From an optimization exercise on the open Yosys and OpenROAD flow, aimed at small area; shortcuts taken in it are not production practice.
In this exercise RTL edits were held to simulation tests only and were not proved equivalent to the original.

## matching_cost
module matching_cost
#(
	parameter  MAXDISPARITY = 64 ,
	parameter  MATCHINGCOSTBITWID = 6 ,
	parameter  INPUTDATAWID = 63,
	parameter  OUTPUTDATAWID = 385
  )
(
	input wire                      clk ,
	input wire                      en ,
	input wire[INPUTDATAWID-1:0]    leftCTstream ,
	input wire[INPUTDATAWID-1:0]    rightCTstream ,
	output wire[OUTPUTDATAWID-1:0]  MatchingCost ,
	input  wire                     rst_n
);
For scale: roughly 14000 cells after synthesis, ~4900 flip-flops, about 510 I/O pins, about 0.26 mm^2 of cells after synthesis.
clock: 6.67 ns
lec_check: 0
cap_margin: 20
core_margin: 2
core_utilization: 70
place_density: 0.8
slew_margin: 20
standard.sh (not shown) runs the stock make flow with config.mk's settings and CLKGATE_MAP_FILE= SYNTH_SCRIPT=/design/flow/synth_recipe.tcl, a recipe that flattens the netlist after the stock synthesis.
==> flow/flow/run.sh <==
#!/bin/bash
# Own layout flow: the standard flow (standard.sh: synthesis, floorplan,
# placement, CTS, routing, finish) with two changes:
#  - the ports are buffered with sky130_fd_sc_hd__buf_1 (one buffer per port, as
#    in the standard flow) instead of the cell buffer_ports picks by default;
#  - CTS runs with the arguments below (sink clustering settings).
# Every tool's output goes to its own log under orfs/logs/ (ORFS's per-step logs);
# make's own output goes to make.log in the work folder.
set -euo pipefail
export BUFFER_PORTS_ARGS="-buffer_cell sky130_fd_sc_hd__buf_1"
export CTS_ARGS="-sink_clustering_enable -repair_clock_nets -sink_clustering_size 30 -sink_clustering_max_diameter 50 -dont_use_dummy_load"
export MAX_REPAIR_ANTENNAS_ITER_DRT=12
bash standard.sh > make.log 2>&1
The starting point ran to the end with no violations.
Next try:
--- a/flow/flow/run.sh
+++ b/flow/flow/run.sh
@@ -9,5 +9,4 @@
 set -euo pipefail
 export BUFFER_PORTS_ARGS="-buffer_cell sky130_fd_sc_hd__buf_1"
-export CTS_ARGS="-sink_clustering_enable -repair_clock_nets -sink_clustering_size 30 -sink_clustering_max_diameter 50 -dont_use_dummy_load"
-export MAX_REPAIR_ANTENNAS_ITER_DRT=12
+export CTS_ARGS="-sink_clustering_enable -repair_clock_nets -sink_clustering_size 25 -sink_clustering_max_diameter 80 -dont_use_dummy_load"
 bash standard.sh > make.log 2>&1
--- a/flow/config.mk
+++ b/flow/config.mk
@@ -8,5 +8,5 @@
 export CAP_MARGIN = 20
 export CORE_MARGIN = 2
-export CORE_UTILIZATION = 70
-export PLACE_DENSITY = 0.8
+export CORE_UTILIZATION = 60
+export PLACE_DENSITY = 0.72
 export SLEW_MARGIN = 20
=> The changed run produced a clean layout. Utilization came out lower by 12 points. Non-clock buffer count came out lower by 12.


Starting RTL as in the previous note.
// matching_cost
module matching_cost
#(
	parameter  MAXDISPARITY = 64 ,
	parameter  MATCHINGCOSTBITWID = 6 ,
	parameter  INPUTDATAWID = 63,
	parameter  OUTPUTDATAWID = 385
  )
(
	input wire                      clk ,
	input wire                      en ,
	input wire[INPUTDATAWID-1:0]    leftCTstream ,
	input wire[INPUTDATAWID-1:0]    rightCTstream ,
	output wire[OUTPUTDATAWID-1:0]  MatchingCost ,
	input  wire                     rst_n
);
export LEC_CHECK = 0
export CAP_MARGIN = 20
export CORE_MARGIN = 2
export CORE_UTILIZATION = 70
export PLACE_DENSITY = 0.8
export SLEW_MARGIN = 20
create_clock -name core_clock -period 6.67 [get_ports {clk}]
==> flow/flow/run.sh <==
#!/bin/bash
# Own layout flow: the standard flow (standard.sh: synthesis, floorplan,
# placement, CTS, routing, finish) with two changes:
#  - the ports are buffered with sky130_fd_sc_hd__buf_1 (one buffer per port, as
#    in the standard flow) instead of the cell buffer_ports picks by default;
#  - CTS runs with the arguments below (sink clustering settings).
# Every tool's output goes to its own log under orfs/logs/ (ORFS's per-step logs);
# make's own output goes to make.log in the work folder.
set -euo pipefail
export BUFFER_PORTS_ARGS="-buffer_cell sky130_fd_sc_hd__buf_1"
export CTS_ARGS="-sink_clustering_enable -repair_clock_nets -sink_clustering_size 25 -sink_clustering_max_diameter 80 -dont_use_dummy_load"
export MAX_REPAIR_ANTENNAS_ITER_DRT=12
bash standard.sh > make.log 2>&1
The baseline ran to the end with no violations.
Change:
--- a/flow/config.mk
+++ b/flow/config.mk
@@ -9,4 +9,5 @@
 export CORE_MARGIN = 2
-export CORE_UTILIZATION = 70
-export PLACE_DENSITY = 0.8
+export CORE_UTILIZATION = 40
+export CTS_CLUSTER_DIAMETER = 80
+export CTS_CLUSTER_SIZE = 25
 export SLEW_MARGIN = 20
Result: Worst setup slack gains 0.24 ns. Via count came out lower by 4.4%. Die area came out higher by 74%. Worst hold slack loses 0.028 ns. Synthesized area does not change. Utilization came out lower by 31 points. Critical path depth is unchanged. Wire length came out higher by 7.3%.
Change:
--- a/flow/flow/run.sh
+++ b/flow/flow/run.sh
@@ -12,2 +12,3 @@
 export MAX_REPAIR_ANTENNAS_ITER_DRT=12
+export RECOVER_POWER=100
 bash standard.sh > make.log 2>&1
--- a/flow/config.mk
+++ b/flow/config.mk
@@ -9,5 +9,4 @@
 export CORE_MARGIN = 2
-export CORE_UTILIZATION = 40
-export CTS_CLUSTER_DIAMETER = 80
-export CTS_CLUSTER_SIZE = 25
+export CORE_UTILIZATION = 70
+export PLACE_DENSITY = 0.8
 export SLEW_MARGIN = 20
What happened: The new run finished but fails on capacitance limit, slew limit. Die area goes down by 43%. Via count climbs by 4.8%. Global-route usage rose by 16 points. Count of clock-buffer cells in the layout came out lower by 84. Utilization grows by 31 points. Non-clock buffer count fell by 64.
Change:
--- a/flow/flow/run.sh
+++ b/flow/flow/run.sh
@@ -11,4 +11,2 @@
 export CTS_ARGS="-sink_clustering_enable -repair_clock_nets -sink_clustering_size 25 -sink_clustering_max_diameter 80 -dont_use_dummy_load"
-export MAX_REPAIR_ANTENNAS_ITER_DRT=12
-export RECOVER_POWER=100
 bash standard.sh > make.log 2>&1
--- a/flow/config.mk
+++ b/flow/config.mk
@@ -9,4 +9,5 @@
 export CORE_MARGIN = 2
-export CORE_UTILIZATION = 70
-export PLACE_DENSITY = 0.8
+export CORE_UTILIZATION = 40
+export CTS_CLUSTER_DIAMETER = 80
+export CTS_CLUSTER_SIZE = 25
 export SLEW_MARGIN = 20
After rerunning: Now the flow ran to the end with violations: antenna rules; routed wire length rises by 7.3%; cell area came out higher by 3.0%; setup slack gains 0.56 ns; clock skew came out lower by 0.065 ns.
Change:
--- a/flow/flow/run.sh
+++ b/flow/flow/run.sh
@@ -10,3 +10,2 @@
 export BUFFER_PORTS_ARGS="-buffer_cell sky130_fd_sc_hd__buf_1"
-export CTS_ARGS="-sink_clustering_enable -repair_clock_nets -sink_clustering_size 25 -sink_clustering_max_diameter 80 -dont_use_dummy_load"
 bash standard.sh > make.log 2>&1
The changed run completed with no timing, DRC or antenna violations.
Design area rose slightly.
Register-to-register slack loses 0.04 ns.
Flip-flop and latch count is unchanged.
Worst setup slack loses 0.041 ns.
Hold slack gains 0.047 ns.
Via count rose slightly.


== run A ==
matching_cost, a different RTL version from the one above (not shown whole).
Size in the first run: ~14,000 cells after synthesis, roughly 510 I/O pins, roughly 260,000 um^2 of cells after synthesis.
export LEC_CHECK = 0
export CAP_MARGIN = 20
export CORE_MARGIN = 2
export CORE_UTILIZATION = 70
export PLACE_DENSITY = 0.8
export SLEW_MARGIN = 20
create_clock -name core_clock -period 6.67 [get_ports {clk}]
==> flow/flow/run.sh <==
#!/bin/bash
# Own layout flow: the standard flow (standard.sh) with these changes:
#  - after the standard synthesis (run unchanged), flow/polarity_fix.py removes
#    inverters between full adders (a full adder fed with complemented inputs
#    gives complemented outputs, so each full adder is used in the polarity that
#    needs the fewest inverters); flow/simcheck.py then compares the netlist
#    before and after on random vectors (every register input and output port),
#    and the unmodified netlist is kept if they differ. Registers are untouched.
#  - the ports are buffered with sky130_fd_sc_hd__buf_1 (one buffer per port, as
#    in the standard flow) instead of the cell buffer_ports picks by default;
#  - CTS runs with the sink clustering settings below and without dummy loads;
#  - detailed routing gets more antenna repair iterations.
# Every tool's output goes to its own log: ORFS's per-step logs under orfs/logs/,
# make's output in make_synth.log and make.log, the netlist pass in polarity.log.
set -euo pipefail
export BUFFER_PORTS_ARGS="-buffer_cell sky130_fd_sc_hd__buf_1"
export CTS_ARGS="-sink_clustering_enable -repair_clock_nets -sink_clustering_size 25 -sink_clustering_max_diameter 80 -dont_use_dummy_load"
export MAX_REPAIR_ANTENNAS_ITER_DRT=12
bash standard.sh synth > make_synth.log 2>&1
R=orfs/results/${FLOW_PLATFORM:-sky130hd}/matching_cost/base
cp "$R/1_2_yosys.v" standard_synth.v
if python3 flow/polarity_fix.py "$R/1_2_yosys.v" > polarity.log 2>&1 &&
   python3 flow/simcheck.py standard_synth.v "$R/1_2_yosys.v" 20 >> polarity.log 2>&1; then
  echo "netlist pass applied" >> polarity.log
else
  echo "netlist pass not applied" >> polarity.log
  cp standard_synth.v "$R/1_2_yosys.v"
fi
rm -f "$R/1_synth.odb" "$R/1_synth.sdc"
bash standard.sh > make.log 2>&1
Other scripts of this flow, unchanged in this note and not shown: flow/flow/polarity_fix.py, flow/flow/simcheck.py
Relative to run A, the following input files were edited for run B:
Settings: a change of CORE_UTILIZATION from 70 to 72; a change of PLACE_DENSITY from 0.8 to 0.82.
diff --git a/flow/flow/run.sh b/flow/flow/run.sh
--- a/flow/flow/run.sh
+++ b/flow/flow/run.sh
@@ -16,3 +16,3 @@
 export BUFFER_PORTS_ARGS="-buffer_cell sky130_fd_sc_hd__buf_1"
-export CTS_ARGS="-sink_clustering_enable -repair_clock_nets -sink_clustering_size 25 -sink_clustering_max_diameter 80 -dont_use_dummy_load"
+export CTS_ARGS="-sink_clustering_enable -repair_clock_nets -sink_clustering_size 24 -sink_clustering_max_diameter 85 -dont_use_dummy_load"
 export MAX_REPAIR_ANTENNAS_ITER_DRT=12
[summary]
- Looking at the reports, run B completed the entire flow and the layout it produced met the timing, design-rule and antenna checks.
- The higher clock insertion delay at the later pin of the skew report came out of run B.
- Looking at start point of the critical path, the l[6][23] result is from run A; the r[62][33] one comes from run B.
- In the flow results for run B and run A, the per-cell via count in the routed design is smaller on run A.
- Re final period utilization: run B and run A aren't equal, and the higher value belongs to run A.
- Comparing the two runs side by side, run B comes out ahead of run A on worst setup margin.
- Diff run B..run A | footprint of the multi-input gates | negligible
- Routed wire in run B totals less than in run A.
- Diff run A -> run B: final critical delay including setup and external delays went down, utilization went up.
> inputs changed (run B -> run C)
Settings: PLACE_DENSITY changed from 0.82 to 0.85; CORE_UTILIZATION changed from 72 to 75.
diff --git a/flow/flow/run.sh b/flow/flow/run.sh
--- a/flow/flow/run.sh
+++ b/flow/flow/run.sh
@@ -16,3 +16,3 @@
 export BUFFER_PORTS_ARGS="-buffer_cell sky130_fd_sc_hd__buf_1"
-export CTS_ARGS="-sink_clustering_enable -repair_clock_nets -sink_clustering_size 24 -sink_clustering_max_diameter 85 -dont_use_dummy_load"
+export CTS_ARGS="-sink_clustering_enable -repair_clock_nets -sink_clustering_size 24 -sink_clustering_max_diameter 80 -dont_use_dummy_load"
 export MAX_REPAIR_ANTENNAS_ITER_DRT=12
[summary]
Taking run B as the reference point, the setup slack of run C rises by 0.040 ns. Going from run B to run C, the final routed wirelength across all metal layers was found to have gone up by about 1.6%. Compared to run B, run C has period utilization 0.60 points lower. The net count of the finished layout of run B and that of run C are within noise of each other. Run C: remaining max-slew budget at the tightest pin 10 points below run B. Run C: flow completed, timing, DRC and antenna clean. Critical path depth: run C vs run B down 1.
[inputs] run D vs run C
diff --git a/flow/flow/run.sh b/flow/flow/run.sh
--- a/flow/flow/run.sh
+++ b/flow/flow/run.sh
@@ -16,3 +16,3 @@
 export BUFFER_PORTS_ARGS="-buffer_cell sky130_fd_sc_hd__buf_1"
-export CTS_ARGS="-sink_clustering_enable -repair_clock_nets -sink_clustering_size 24 -sink_clustering_max_diameter 80 -dont_use_dummy_load"
+export CTS_ARGS="-sink_clustering_enable -repair_clock_nets -sink_clustering_size 26 -sink_clustering_max_diameter 90 -dont_use_dummy_load"
 export MAX_REPAIR_ANTENNAS_ITER_DRT=12
==> comparison <==
- Run D: no failed stages, no open violations at the end
- Between run D and run C, the proportion of cell area spent on the clock network is higher for run C.
- Total routing resource utilization after global routing, run D and run C: higher on run C
- In run D relative to run C, antenna cell count had gone down by a few percent.
- Changes observed in run D relative to run C: count of plain and timing-repair buffers in the layout barely changed; setup slack of the worst register-to-register path moved down.
- Worst hold slack: run D worse than run C
- Compared with run C, run D degrades worst setup slack.
- Measured against each other, run D and run C differ in shortest period the worst path allows, the lower figure coming from run C.
- Run D vs run C: highest fanout seen on the critical path down in run D
- Inserted tap cell count of run D is on par with run C.
Modified inputs, run E compared to run D
Settings: PLACE_DENSITY: 0.85 -> 0.8; CORE_UTILIZATION: 75 -> 70.
diff --git a/flow/flow/run.sh b/flow/flow/run.sh
--- a/flow/flow/run.sh
+++ b/flow/flow/run.sh
@@ -16,3 +16,3 @@
 export BUFFER_PORTS_ARGS="-buffer_cell sky130_fd_sc_hd__buf_1"
-export CTS_ARGS="-sink_clustering_enable -repair_clock_nets -sink_clustering_size 26 -sink_clustering_max_diameter 90 -dont_use_dummy_load"
+export CTS_ARGS="-sink_clustering_enable -repair_clock_nets -sink_clustering_size 24 -sink_clustering_max_diameter 80 -dont_use_dummy_load"
 export MAX_REPAIR_ANTENNAS_ITER_DRT=12
Min tapcell count across run D and run E: run D. Clock buffer count in the final layout grows by more than 10% when moving from run D to run E. Per the comparison of run E with run D, worst setup slack down 0.053 ns, post-route clock period utilization up 0.80 points. | area of the multi-input gates | run D vs run E | ≈ equal |.


== gamma ==
matching_cost again, from the RTL that the note above started with.
clock: 6.67 ns
lec_check: 0
cap_margin: 20
core_margin: 2
core_utilization: 70
place_density: 0.8
slew_margin: 20
==> flow/flow/run.sh <==
#!/bin/bash
# Own layout flow: the standard flow (standard.sh) with these changes:
#  - after the standard synthesis (run unchanged), flow/polarity_fix.py removes
#    inverters between full adders (a full adder fed with complemented inputs
#    gives complemented outputs, so each full adder is used in the polarity that
#    needs the fewest inverters); flow/simcheck.py then compares the netlist
#    before and after on random vectors (every register input and output port),
#    and the unmodified netlist is kept if they differ. Registers are untouched.
#  - the ports are buffered with sky130_fd_sc_hd__buf_1 (one buffer per port, as
#    in the standard flow) instead of the cell buffer_ports picks by default;
#  - CTS runs with the sink clustering settings below and without dummy loads;
#  - detailed routing gets more antenna repair iterations.
# Every tool's output goes to its own log: ORFS's per-step logs under orfs/logs/,
# make's output in make_synth.log and make.log, the netlist pass in polarity.log.
set -euo pipefail
export BUFFER_PORTS_ARGS="-buffer_cell sky130_fd_sc_hd__buf_1"
export CTS_ARGS="-sink_clustering_enable -repair_clock_nets -sink_clustering_size 22 -sink_clustering_max_diameter 70 -dont_use_dummy_load"
export MAX_REPAIR_ANTENNAS_ITER_DRT=12
bash standard.sh synth > make_synth.log 2>&1
R=orfs/results/${FLOW_PLATFORM:-sky130hd}/matching_cost/base
cp "$R/1_2_yosys.v" standard_synth.v
if python3 flow/polarity_fix.py "$R/1_2_yosys.v" > polarity.log 2>&1 &&
   python3 flow/simcheck.py standard_synth.v "$R/1_2_yosys.v" 20 >> polarity.log 2>&1; then
  echo "netlist pass applied" >> polarity.log
else
  echo "netlist pass not applied" >> polarity.log
  cp standard_synth.v "$R/1_2_yosys.v"
fi
rm -f "$R/1_synth.odb" "$R/1_synth.sdc"
bash standard.sh > make.log 2>&1
Other scripts of this flow, unchanged in this note and not shown: flow/flow/polarity_fix.py, flow/flow/simcheck.py
gamma finished end to end and its layout was clean on timing, DRC and antenna.
What delta does differently from gamma at the input level:
- changing CORE_UTILIZATION from 70 to 75
- changing CAP_MARGIN from 20 to 10
- changing PLACE_DENSITY from 0.8 to 0.85
- changing SLEW_MARGIN from 20 to 10
--- a/flow/flow/run.sh
+++ b/flow/flow/run.sh
@@ -16,3 +16,3 @@
 export BUFFER_PORTS_ARGS="-buffer_cell sky130_fd_sc_hd__buf_1"
-export CTS_ARGS="-sink_clustering_enable -repair_clock_nets -sink_clustering_size 22 -sink_clustering_max_diameter 70 -dont_use_dummy_load"
+export CTS_ARGS="-sink_clustering_enable -repair_clock_nets -sink_clustering_size 24 -sink_clustering_max_diameter 80 -dont_use_dummy_load"
 export MAX_REPAIR_ANTENNAS_ITER_DRT=12
Findings:
From gamma to delta the numbers moved as follows: critical path depth went up, biggest cell delay along the critical path went down, minimum clock period after layout went down, wire length did not really move.

port drivers added, routing unchanged:
The flow's constraints put no driver on any port. The routed layouts listed below were extracted and timed again, unchanged, in two steps.
Step 1: set_driving_cell puts a clkbuf_16 on clk and a buf_2 on each other input, an assumption about the parent block.
Step 2 adds t to the input delays and takes it off the output delays; t is the mean of the earliest and latest rising clock arrival at the registers after step 1. Input paths then give back, and output paths get back, about the clock's delay inside the block.
Three values: ideal, step 1, step 2; two values: the first two.
run | t (ns) | setup slack, ns | latest minus earliest clock arrival (ns)
the first run of note 1 | 1.116 | 0.190 / 0.190 / 0.174 | 0.140 / 0.140
the second run of note 1 | 1.075 | 0.325 / 0.325 / 0.325 | 0.071 / 0.072
the first run of note 2 | 1.071 | 0.162 / 0.162 / 0.162 | 0.192 / 0.191
the second run of note 2 | 1.115 | 0.402 / 0.402 / 0.252 | 0.155 / 0.155
the third run of note 2 | 1.080 | -0.154 / -0.277 / -0.856 | 0.190 / 0.190
the fourth run of note 2 | 1.115 | 0.402 / 0.402 / 0.252 | 0.155 / 0.155
the fifth run of note 2 | 1.151 | 0.361 / 0.361 / 0.219 | 0.081 / 0.081
run A | 1.104 | 0.271 / 0.271 / 0.067 | 0.151 / 0.151
run B | 1.125 | 0.348 / 0.348 / -0.119 | 0.117 / 0.117
run C | 1.133 | 0.388 / 0.321 / -0.291 | 0.133 / 0.133
run D | 1.116 | 0.336 / 0.325 / -0.236 | 0.140 / 0.139
run E | 1.134 | 0.283 / 0.283 / -0.006 | 0.115 / 0.115
gamma | 1.091 | 0.064 / 0.064 / 0.027 | 0.121 / 0.121
delta | 1.137 | 0.191 / 0.191 / -0.255 | 0.123 / 0.122
Met with ideal ports but missed after step 2: setup timing in 5 of these runs. The setup slack of the third run of note 2, which loses most, moves by -0.123 ns with the drivers and by -0.702 ns with both steps.
